Source: an optimization exercise on an open RTL-to-GDS flow (aim: small area, a short achievable clock period and few clock cycles). Production flows keep margins and buffers that such runs may drop. At most, simulation tests tie the RTL to the original design; equivalence was not proved. Power figures rest on the tool's default switching activity, not on a simulated workload.

// div_unit
module div_unit
    (
        input logic clk,
        input logic rst,
        input logic init_clear,
        input logic instruction_issued_with_rd,
        input logic [4:0] issue_rd_addr,
        input logic [1:0] issue_fn3,
        input logic [4:0] issue_rs1_addr,
        input logic [4:0] issue_rs2_addr,
        input logic [31:0] rs1,
        input logic [31:0] rs2,
        input logic issue_new_request,
        input logic [3:0] issue_id,
        output logic issue_ready,
        input logic wb_ack,
        output logic wb_done,
        output logic [3:0] wb_id,
        output logic [31:0] wb_rd
    );
==> flow/config.mk <==
export PLATFORM = sky130hd
export DESIGN_NAME = div_unit
export DESIGN_NICKNAME = div_unit
export VERILOG_FILES = /design/flow/design.v
export SDC_FILE = /design/flow/constraint.sdc
export NUM_CORES = 4
export LEC_CHECK = 0
export CAP_MARGIN = 20
export CORE_MARGIN = 2
export CORE_UTILIZATION = 40
export SETUP_SLACK_MARGIN = 2.0
export SLEW_MARGIN = 20
==> flow/constraint.sdc <==
create_clock -name core_clock -period 6.5 [get_ports {clk}]
set_input_delay 1.3000 -clock core_clock [delete_from_list [all_inputs] [get_ports {clk}]]
set_output_delay 1.3000 -clock core_clock [all_outputs]
set_load 0.01 [all_outputs]
run.sh (not shown) runs the stock make flow with config.mk's settings and CLKGATE_MAP_FILE= SYNTH_SCRIPT=/design/flow/synth_recipe.tcl, a recipe that flattens the netlist after the stock synthesis.
The baseline completed with no timing, DRC or antenna violations.
Next try:
--- a/flow/design.v
+++ b/flow/design.v
@@ -160,39 +160,24 @@
     logic [31:0] rem_r;      
     logic [31:0] div_r;      
     logic [31:0] quo_r;      
     logic [3:0] count;
     logic negate_dividend;
     logic negate_divisor;
     logic negate_quotient;
     logic remainder_op;
     logic [5:0] dividend_clz_r;
     logic [5:0] divisor_clz_r;
     logic divisor_neg_pow2;
     logic divisor_pow2;
-    function automatic logic [31:0] negate(input logic [31:0] x);
-        logic [31:0] lower_or;
-        logic [31:0] next_or;
-        lower_or = x;
-        for (int l = 0; l < 5; l++) begin
-            next_or = lower_or;
-            for (int i = 0; i < 32; i++)
-                if ((i >> l) & 1)
-                    next_or[i] = lower_or[i] | lower_or[((i >> l) << l) - 1];
-            lower_or = next_or;
-        end
-        negate[0] = x[0];
-        for (int i = 1; i < 32; i++)
-            negate[i] = x[i] ^ lower_or[i-1];
-    endfunction
     logic [4:0] prev_div_rs1_addr;
     logic [4:0] prev_div_rs2_addr;
     logic prev_div_signed;
     logic prev_div_result_valid;
     logic signed_divop;
     logic div_op_reuse;
     assign signed_divop = ~issue_fn3[0];
     always_ff @(posedge clk) begin
         if (issue_new_request) begin
             prev_div_rs1_addr <= issue_rs1_addr;
             prev_div_rs2_addr <= issue_rs2_addr;
             prev_div_signed <= signed_divop;
@@ -212,39 +197,39 @@
     logic [4:0] rs1_clz;
     logic [4:0] rs2_clz;
     logic rs1_clz_zero;
     logic rs2_clz_zero;
     logic rs2_one_hot;
     logic [5:0] dividend_clz;
     logic [5:0] divisor_clz;
     logic rs2_neg_pow2;
     logic rs2_pos_pow2;
     assign neg_rs1 = signed_divop & rs1[31];
     assign neg_rs2 = signed_divop & rs2[31];
     clz_unit #(.WIDTH(32)) rs1_clz_block (
-        .clz_input(rs1[31] ? {~rs1[30:0], 1'b1} : rs1),
+        .clz_input(neg_rs1 ? {~rs1[30:0], 1'b1} : rs1),
         .clz(rs1_clz),
         .zero(rs1_clz_zero),
         .one_hot()
     );
     clz_unit #(.WIDTH(32)) rs2_clz_block (
-        .clz_input(rs2 ^ {32{rs2[31]}}),
+        .clz_input(rs2 ^ {32{neg_rs2}}),
         .clz(rs2_clz),
         .zero(rs2_clz_zero),
         .one_hot(rs2_one_hot)
     );
-    assign dividend_clz = (rs1[31] & ~signed_divop) ? 6'd0 : {rs1_clz_zero, rs1_clz & {5{~rs1_clz_zero}}};
-    assign divisor_clz = (rs2[31] & ~signed_divop) ? 6'd0 : {rs2_clz_zero, rs2_clz & {5{~rs2_clz_zero}}};
+    assign dividend_clz = {rs1_clz_zero, rs1_clz & {5{~rs1_clz_zero}}};
+    assign divisor_clz = {rs2_clz_zero, rs2_clz & {5{~rs2_clz_zero}}};
     assign rs2_neg_pow2 = neg_rs2 & ~|(~rs2[31:1] & rs2[30:0]);
-    assign rs2_pos_pow2 = ~neg_rs2 & (rs2[31] ? ~|rs2[30:0] : rs2_one_hot);
+    assign rs2_pos_pow2 = ~neg_rs2 & rs2_one_hot;
     logic [6:0] clz_delta;
     logic divisor_zero;
     logic [4:0] divisor_log2;
     assign clz_delta = {1'b0, divisor_clz_r} - {1'b0, dividend_clz_r};
     assign divisor_zero = divisor_clz_r[5] & ~negate_divisor;
     assign divisor_log2 = ~divisor_clz_r[4:0] + {4'b0, divisor_neg_pow2};
     logic [31:0] rem_next;
     logic [1:0] quotient_bits;
     div_core divider_block (
         .remainder(rem_r),
         .divisor_e(div_r),
         .c(~negate_divisor),
@@ -334,25 +319,25 @@
             dividend_clz_r <= dividend_clz;
             divisor_clz_r <= divisor_clz;
             divisor_neg_pow2 <= rs2_neg_pow2;
             divisor_pow2 <= rs2_neg_pow2 | rs2_pos_pow2;
         end
     end
     logic [31:0] rem_negated;
     logic [31:0] rem_update;
     logic rem_take_mask;
     logic rem_take_negated;
     logic rem_take_next;
     logic rem_take_hold;
-    assign rem_negated = negate(rem_r);
+    assign rem_negated = -rem_r;
     assign rem_take_mask = pow2_now;
     assign rem_take_negated = (state == ALIGN & ~divisor_pow2 & negate_dividend & ~quotient_zero) |
                               (state == ALIGN & divisor_pow2 & negate_dividend & ~quotient_zero) |
                               (state == POST & negate_dividend);
     assign rem_take_next = (state == RUN);
     assign rem_take_hold = ~(rem_take_mask | rem_take_negated | rem_take_next);
     assign rem_update = (rem_r & low_mask & {32{rem_take_mask}}) |
                         (rem_negated & {32{rem_take_negated}}) |
                         (rem_next & {32{rem_take_next}}) |
                         (rem_r & {32{rem_take_hold}});
     always_ff @ (posedge clk) begin
         if (start)
@@ -367,22 +352,22 @@
             div_r <= shift_out ^ {32{~negate_divisor}};
         else if (state == RUN)
             div_r <= {2'b11, div_r[31:2]};
     end
     always_ff @ (posedge clk) begin
         if (start)
             quo_r <= {32{~|rs2}};
         else if (pow2_now)
             quo_r <= shift_out_reversed;
         else if (state == RUN)
             quo_r <= {quo_r[29:0], quotient_bits};
         else if (state == POST & negate_quotient)
-            quo_r <= negate(quo_r);
+            quo_r <= -quo_r;
     end
     always_ff @ (posedge clk) begin
         if (state == ALIGN)
             count <= clz_delta[4:1];
         else if (state == RUN)
             count <= count - 1;
     end
     assign wb_rd = remainder_op ? rem_r : quo_r;
 endmodule
After rerunning:
- clock power went down by about 6%
- total power went up by 37%
- wire length went down by 3.9%
- combinational power went up by 56%
- worst hold slack improves by 0.015 ns
Testbench counts after the change, summed over its fixed seeds: cycles 36,528.
No functional check of the RTL was part of the first run of this note.

==> afterwards: timing with drivers on the ports <==
How much do the figures lean on ideal ports? The routed layouts below were timed once more, with nothing changed but the port constraints.
Step 1 sets driving cells, clkbuf_16 on the clock port and buf_2 on the other inputs (assumed; they add their load-dependent delay and slew).
Step 2, shift: input delay + t, output delay - t, t = (earliest + latest rising clock arrival at the registers) / 2. This alone moves slack from input paths to output paths.
a / b / c = ideal ports / drivers / drivers and shift; a / b = the first two.
run	t, ns	slack for setup (ns)	slew at the worst register clock pin (ns)	pins driven straight from the clock port
the first run	0.519	2.053 / 2.053 / 1.818	0.08 / 0.08	1
the second run	0.508	2.141 / 2.141 / 1.738	0.07 / 0.07	1
After both steps every run listed still meets setup and hold. The setup slack of the second run, which loses most, moves by 0.000 ns with the drivers and by -0.403 ns with both steps.
